Background: an optimization exercise with open tools, aiming at small area, a short achievable clock period and few clock cycles. Do not read the settings as production practice.
RTL that was checked went through simulation tests only; none was proved equivalent to the original.
Power and IR drop assume default switching activity.

## matrix_alu
module matrix_alu (
    input wire clk,
    input wire rst_n,
    input wire        start,
    input wire [2:0]  opcode,
    input wire [15:0] scalar_val,
    input wire [1:0]  slot_a_idx,
    input wire [1:0]  slot_b_idx,
    output reg        done,
    output reg        error,
    output reg [1:0]  mem_rd_slot,
    output reg [2:0]  mem_rd_row,
    output reg [2:0]  mem_rd_col,
    input  wire [15:0] mem_rd_data,
    input wire [2:0]  mem_current_m,
    input wire [2:0]  mem_current_n,
    output wire [1:0]  mem_wr_slot,
    output reg [2:0]  mem_wr_row,
    output reg [2:0]  mem_wr_col,
    output reg [15:0] mem_wr_data,
    output reg        mem_wr_we,
    output reg [2:0]  mem_res_m,
    output reg [2:0]  mem_res_n,
    output reg        mem_dim_we
);
clock: 8.0 ns
lec_check: 0
cap_margin: 20
core_margin: 2
core_utilization: 40
setup_slack_margin: 4
slew_margin: 20
run.sh (not shown) runs the stock make flow with config.mk's settings and CLKGATE_MAP_FILE= SYNTH_SCRIPT=/design/flow/synth_recipe.tcl, a recipe that flattens the netlist after the stock synthesis.
The first run finished clean.
Testbench counts at the start, summed over its fixed seeds: cycles 10,321.
Rerun with:
--- a/flow/config.mk
+++ b/flow/config.mk
@@ -10,3 +10,3 @@
 export CORE_UTILIZATION = 40
-export SETUP_SLACK_MARGIN = 4
+export SETUP_SLACK_MARGIN = 2.5
 export SLEW_MARGIN = 20
What happened:
- setup slack is worse by 0.12 ns
- clock-buffer cell count went down by 3
- global-route usage falls by 0.21 points
- power is lower by 14%
- routed wire length goes down by 2.0%
- register-to-register slack is worse by 0.12 ns
- hold slack gets worse by 0.0033 ns
- clock power is about the same
- sequential share of layout area grows by 0.73 points
- combinational power is lower by 17%
Rerun with:
--- a/flow/config.mk
+++ b/flow/config.mk
@@ -10,3 +10,2 @@
 export CORE_UTILIZATION = 40
-export SETUP_SLACK_MARGIN = 2.5
 export SLEW_MARGIN = 20
Effect: Combinational power is lower by 15%; critical path depth stays the same; worst hold slack hardly moves; routed wire length is lower by 3.5%; final area is lower by 4.7%; fmax is lower by 14%; setup slack gets worse by 0.89 ns; total power is lower by 11%.


v37:
Another version of the RTL of matrix_alu (not shown whole).
Size: about 140 flip-flops, about 90 I/O pins, about 8200 um^2 of cells after synthesis.
clock: 8.0 ns
lec_check: 0
cap_margin: 20
core_margin: 2
core_utilization: 70
cts_buf_list: sky130_fd_sc_hd__clkbuf_4 sky130_fd_sc_hd__clkbuf_8
place_density: 0.8
setup_slack_margin: 5
slew_margin: 20
Testbench counts of v37, summed over its fixed seeds: cycles 11,863.
Changes in v29 relative to v37:
# v37
export LEC_CHECK = 0
export CAP_MARGIN = 20
export CORE_MARGIN = 2
export CORE_UTILIZATION = 70
export CTS_BUF_LIST = sky130_fd_sc_hd__clkbuf_4 sky130_fd_sc_hd__clkbuf_8
export PLACE_DENSITY = 0.8
export SETUP_SLACK_MARGIN = 5
export SLEW_MARGIN = 20
create_clock -name core_clock -period 8.0 [get_ports {clk}]
# v29
export LEC_CHECK = 0
export CAP_MARGIN = 20
export CORE_MARGIN = 2
export CORE_UTILIZATION = 40
export SETUP_SLACK_MARGIN = 5
export SLEW_MARGIN = 20
create_clock -name core_clock -period 8.0 [get_ports {clk}]
Results
v29 completed end to end with timing, DRC and antenna clean. Post-route fraction of the period consumed by the critical path, v29 and v37: lower on v37. Looking at buffers inserted during post-CTS setup optimization, v29 sits 11 lower than v37 does. Sort v29 and v37 by sequential cell area share desc -> top: v37. | total power | v29 vs v37 | about 7% higher |. Diff v29 and v37: met2 wire length lower in v29. Final cell count, v29 and v37: higher on v29. Clock period minus worst slack: v29 and v37 compared, lower one is v37. v29: count of inserted tapcells is 89% higher than what v37 reported.
Changes in v7 relative to v29:
# v29
export LEC_CHECK = 0
export CAP_MARGIN = 20
export CORE_MARGIN = 2
export CORE_UTILIZATION = 40
export SETUP_SLACK_MARGIN = 5
export SLEW_MARGIN = 20
create_clock -name core_clock -period 8.0 [get_ports {clk}]
# v7
export LEC_CHECK = 0
export CAP_MARGIN = 20
export CORE_MARGIN = 2
export CORE_UTILIZATION = 60
export CTS_BUF_LIST = sky130_fd_sc_hd__clkbuf_4 sky130_fd_sc_hd__clkbuf_8
export SETUP_SLACK_MARGIN = 5
export SLEW_MARGIN = 20
create_clock -name core_clock -period 8.0 [get_ports {clk}]
--- outcome ---
v7 completed end to end with timing, DRC and antenna clean.
Fmax of v7 exceeds that of v29 slightly.
v7 reports a higher combinational share of power than v29 does.
Comparing v29 against v7, there is no change at all in multiplexer area fraction after synthesis.
Wire length: v7 > v29
The following lists how v21 was set up differently from v7:
==> flow/flow/run.sh (new file) <==
#!/bin/bash
set -euo pipefail
export BUFFER_PORTS_ARGS="-buffer_cell sky130_fd_sc_hd__buf_1"
bash standard.sh finish > flow_make.log 2>&1
==> flow/standard.sh (new file) <==
#!/bin/bash
# synth_recipe.tcl (not shown) runs the flow's synth.tcl, then flattens the netlist and writes it again
# the make line also repeats each setting of config.mk as NAME=value (left out here)
make -C /OpenROAD-flow-scripts/flow DESIGN_CONFIG=/design/flow/config.mk WORK_HOME=/design/flow/orfs CLKGATE_MAP_FILE= SYNTH_SCRIPT=/design/flow/synth_recipe.tcl "${@:-finish}"
removed: flow/run.sh
## What came out
- v21 was carried through to the last stage, and its layout satisfied the timing, design-rule and antenna checks.
- v21: relative area change from synthesis to final layout 8.9 points below v7
- Comparing v7 and v21, routed wire length is higher on v7.
- Of v7 and v21, the run reporting the higher number of global-route vias before repair was v7.
- In the tables for v7 and v21, share of total power in combinational logic reads lower with v21.
- Taking v7 as the reference, in v21 power drawn by the sequential cells neither gained nor lost much; maximum frequency now sits lower; final cell count without fillers fell 1.9%.
- Summary of v21 over v7: met2 track demand over resource in global routing saw a decrease; post-layout worst setup margin saw a decrease; fraction of area in multi-input gates saw an increase; net switching power of the design saw a decrease.
## Diff of input files: v35 against v21
# v21
export LEC_CHECK = 0
export CAP_MARGIN = 20
export CORE_MARGIN = 2
export CORE_UTILIZATION = 60
export CTS_BUF_LIST = sky130_fd_sc_hd__clkbuf_4 sky130_fd_sc_hd__clkbuf_8
export SETUP_SLACK_MARGIN = 5
export SLEW_MARGIN = 20
create_clock -name core_clock -period 8.0 [get_ports {clk}]
# v35
export LEC_CHECK = 0
export CAP_MARGIN = 0
export CORE_MARGIN = 2
export CORE_UTILIZATION = 60
export CTS_BUF_LIST = sky130_fd_sc_hd__clkbuf_4 sky130_fd_sc_hd__clkbuf_8
export SETUP_SLACK_MARGIN = 5
export SLEW_MARGIN = 0
create_clock -name core_clock -period 8.0 [get_ports {clk}]
==> flow/run.sh (new file) <==
#!/bin/bash
# synth_recipe.tcl (not shown) runs the flow's synth.tcl, then flattens the netlist and writes it again
# the make line also repeats each setting of config.mk as NAME=value (left out here)
make -C /OpenROAD-flow-scripts/flow DESIGN_CONFIG=/design/flow/config.mk WORK_HOME=/design/flow/orfs CLKGATE_MAP_FILE= SYNTH_SCRIPT=/design/flow/synth_recipe.tcl finish
removed: flow/flow/run.sh
removed: flow/standard.sh
Results
- v35 vs. v21: count of routing violations after the opening detailed-route iteration went up by 132.
- Sort v21 and v35 by count of placed standard cells in the final layout, fillers left out, ascending, and v21 comes first.
- Compared with v21, v35 shows via count of the first global-routing pass that has gone up by a little under 10%.


## the previous run
Another version of the RTL of matrix_alu (not shown whole).
Size: roughly 1000 cells after synthesis, roughly 140 flip-flops.
export LEC_CHECK = 0
export CAP_MARGIN = 20
export CORE_MARGIN = 2
export CORE_UTILIZATION = 40
export SETUP_SLACK_MARGIN = 5
export SLEW_MARGIN = 20
create_clock -name core_clock -period 8.0 [get_ports {clk}]
Stock flow here: none of the scripts above is used.
Relative to the previous run, the following input files were edited for the current run:
Settings: SETUP_SLACK_MARGIN now 4, was 5.
==> notes.md <==
Compared with the previous run, in the current run weighted congestion at the end of routability-driven global placement now larger, violation count after the first detailed-route iteration rose by 174. Final critical-path setup slack for the current run: 450 ps down relative to the previous run. Going from the previous run to the current run, the first-pass GRT wire length was found to have gone down by about 9%. Run comparison: the previous run critical path startpoint mem_rd_data[0]; the current run critical path startpoint mem_rd_data[5]. Compare the current run and the previous run | ratio of cells with drive above 1 in the final layout higher: the previous run. The current run falls short of the previous run in final period demand of the worst path. | maximum ir drop on the vdd rail | higher: the previous run |.
Function was not checked in any run of this note: the RTL went through the layout flow alone.


## job 455
Another version of the RTL of matrix_alu (not shown whole).
For scale: ~140 flip-flops, about 9400 um2 of cells after synthesis.
// matrix_alu
module matrix_alu (
    input wire clk,
    input wire rst_n,
    input wire        start,
    input wire [2:0]  opcode,
    input wire [15:0] scalar_val,
    input wire [1:0]  slot_a_idx,
    input wire [1:0]  slot_b_idx,
    output reg        done,
    output reg        error,
    output reg [1:0]  mem_rd_slot,
    output reg [2:0]  mem_rd_row,
    output reg [2:0]  mem_rd_col,
    input  wire [15:0] mem_rd_data,
    input wire [2:0]  mem_current_m,
    input wire [2:0]  mem_current_n,
    output wire [1:0]  mem_wr_slot,
    output reg [2:0]  mem_wr_row,
    output reg [2:0]  mem_wr_col,
    output reg [15:0] mem_wr_data,
    output reg        mem_wr_we,
    output reg [2:0]  mem_res_m,
    output reg [2:0]  mem_res_n,
    output reg        mem_dim_we
);
make LEC_CHECK=0 CAP_MARGIN=20 CORE_MARGIN=2 CORE_UTILIZATION=60 CTS_BUF_LIST='sky130_fd_sc_hd__clkbuf_4 sky130_fd_sc_hd__clkbuf_8' SETUP_SLACK_MARGIN=5 SLEW_MARGIN=20 finish   # period 8.0 ns
Testbench counts of job 455, summed over its fixed seeds: cycles 11,568.
What job 687 does differently from job 455 at the input level:
# job 455
export LEC_CHECK = 0
export CAP_MARGIN = 20
export CORE_MARGIN = 2
export CORE_UTILIZATION = 60
export CTS_BUF_LIST = sky130_fd_sc_hd__clkbuf_4 sky130_fd_sc_hd__clkbuf_8
export SETUP_SLACK_MARGIN = 5
export SLEW_MARGIN = 20
create_clock -name core_clock -period 8.0 [get_ports {clk}]
# job 687
export LEC_CHECK = 0
export CAP_MARGIN = 20
export CORE_MARGIN = 2
export CORE_UTILIZATION = 40
export SETUP_SLACK_MARGIN = 4.5
export SLEW_MARGIN = 20
create_clock -name core_clock -period 8.0 [get_ports {clk}]
### Flow results
- Highest clock rate | job 687 below job 455
- Delta (job 687 minus job 455): smallest setup slack after layout shrank by 0.35 ns; worst hold slack shrank by 0.0030 ns; global placer's final weighted congestion moved down; global-route usage fell 8.4 points; utilization saw a decrease.
- Lower proportion of power drawn by combinational gates among job 455 and job 687: job 687
- Job 687 does worse than job 455 on net switching power.
- Lower final cell area excluding filler cells was reported by job 687, not job 455.
- For job 455, the capture point of the critical path was j[2], unlike job 687, where it was i[2].
- Job 687 -> job 455: area after synthesis delta 0, exact match
- Compared to job 455, job 687 has power consumed by the clock network about 25% higher.
Input changes introduced in job 9994 (baseline for comparison: job 687):
# job 687
export LEC_CHECK = 0
export CAP_MARGIN = 20
export CORE_MARGIN = 2
export CORE_UTILIZATION = 40
export SETUP_SLACK_MARGIN = 4.5
export SLEW_MARGIN = 20
create_clock -name core_clock -period 8.0 [get_ports {clk}]
# job 9994
export LEC_CHECK = 0
export CAP_MARGIN = 20
export CORE_MARGIN = 2
export CORE_UTILIZATION = 40
export SETUP_SLACK_MARGIN = 5
export SLEW_MARGIN = 20
create_clock -name core_clock -period 8.0 [get_ports {clk}]
==> comparison <==
- Job 9994 | stages: all done | timing, DRC, antenna: all pass
- Job 687 → job 9994: largest buffer count on any clock path did not really move; half-perimeter wire length of the detailed placement result climbed 1.2%; final cell count went up 41; power per standard cell area moved down.
- Compared with job 687, job 9994 shows a final standard cell utilization of the core that is 3.0 points higher.
- For the cell area, job 9994 came in 690 um2 higher than job 687 did.
- On total instance count after detailed placement, job 9994 tracks job 687 almost exactly.
- Via count of the first global-routing pass up about 5% in job 9994 wrt job 687
- Job 687 and job 9994 ended up with nearly the same final estimated routing congestion in global placement.

## static timing again, ports no longer ideal
Ports are ideal in the flow. The routed layouts listed here were re-timed in OpenROAD.
Step 1: set_driving_cell puts a clkbuf_16 on clk and a buf_2 on each other input, an assumption about the parent block.
Step 2 times the ports against the registers' clock, not the clock port: input delays grow and output delays shrink by t, the midpoint of the rising clock arrivals with the driver on.
Slacks: no drivers / after step 1 / after step 2; pairs: no drivers / after step 1.
run | shift t [ns] | slack for setup (ns) | worst setup path at the end | latest minus earliest clock arrival (ns) | worst slew at a driven data input, ns
the first run of note 1 | 0.384 | 2.601 / 2.601 / 2.601 | register to register | 0.010 / 0.011 | 0.06
the second run of note 1 | 0.407 | 2.481 / 2.481 / 2.481 | register to register | 0.018 / 0.017 | 0.06
the third run of note 1 | 0.405 | 1.595 / 1.595 / 1.595 | register to register | 0.016 / 0.016 | 0.06
v37 | 0.490 | 5.005 / 4.993 / 4.531 | input to register | 0.014 / 0.013 | 0.06
v29 | 0.461 | 4.944 / 4.940 / 4.479 | input to register | 0.008 / 0.008 | 0.06
v7 | 0.486 | 4.981 / 4.943 / 4.516 | input to register | 0.015 / 0.014 | 0.04
v21 | 0.492 | 4.950 / 4.944 / 4.452 | input to register | 0.013 / 0.013 | 0.06
v35 | 0.486 | 4.981 / 4.943 / 4.516 | input to register | 0.015 / 0.014 | 0.04
the previous run | 0.473 | 4.552 / 4.546 / 4.073 | input to register | 0.011 / 0.010 | 0.07
the current run | 0.473 | 4.106 / 4.133 / 3.661 | input to register | 0.011 / 0.011 | 0.05
job 455 | 0.486 | 4.890 / 4.884 / 4.398 | input to register | 0.017 / 0.018 | 0.06
job 687 | 0.476 | 4.545 / 4.537 / 4.095 | input to register | 0.009 / 0.010 | 0.03
job 9994 | 0.477 | 4.935 / 4.942 / 4.465 | input to register | 0.013 / 0.014 | 0.06
After both steps every run listed still meets setup and hold. The setup slack of v21, which loses most, moves by -0.006 ns with the drivers and by -0.498 ns with both steps.
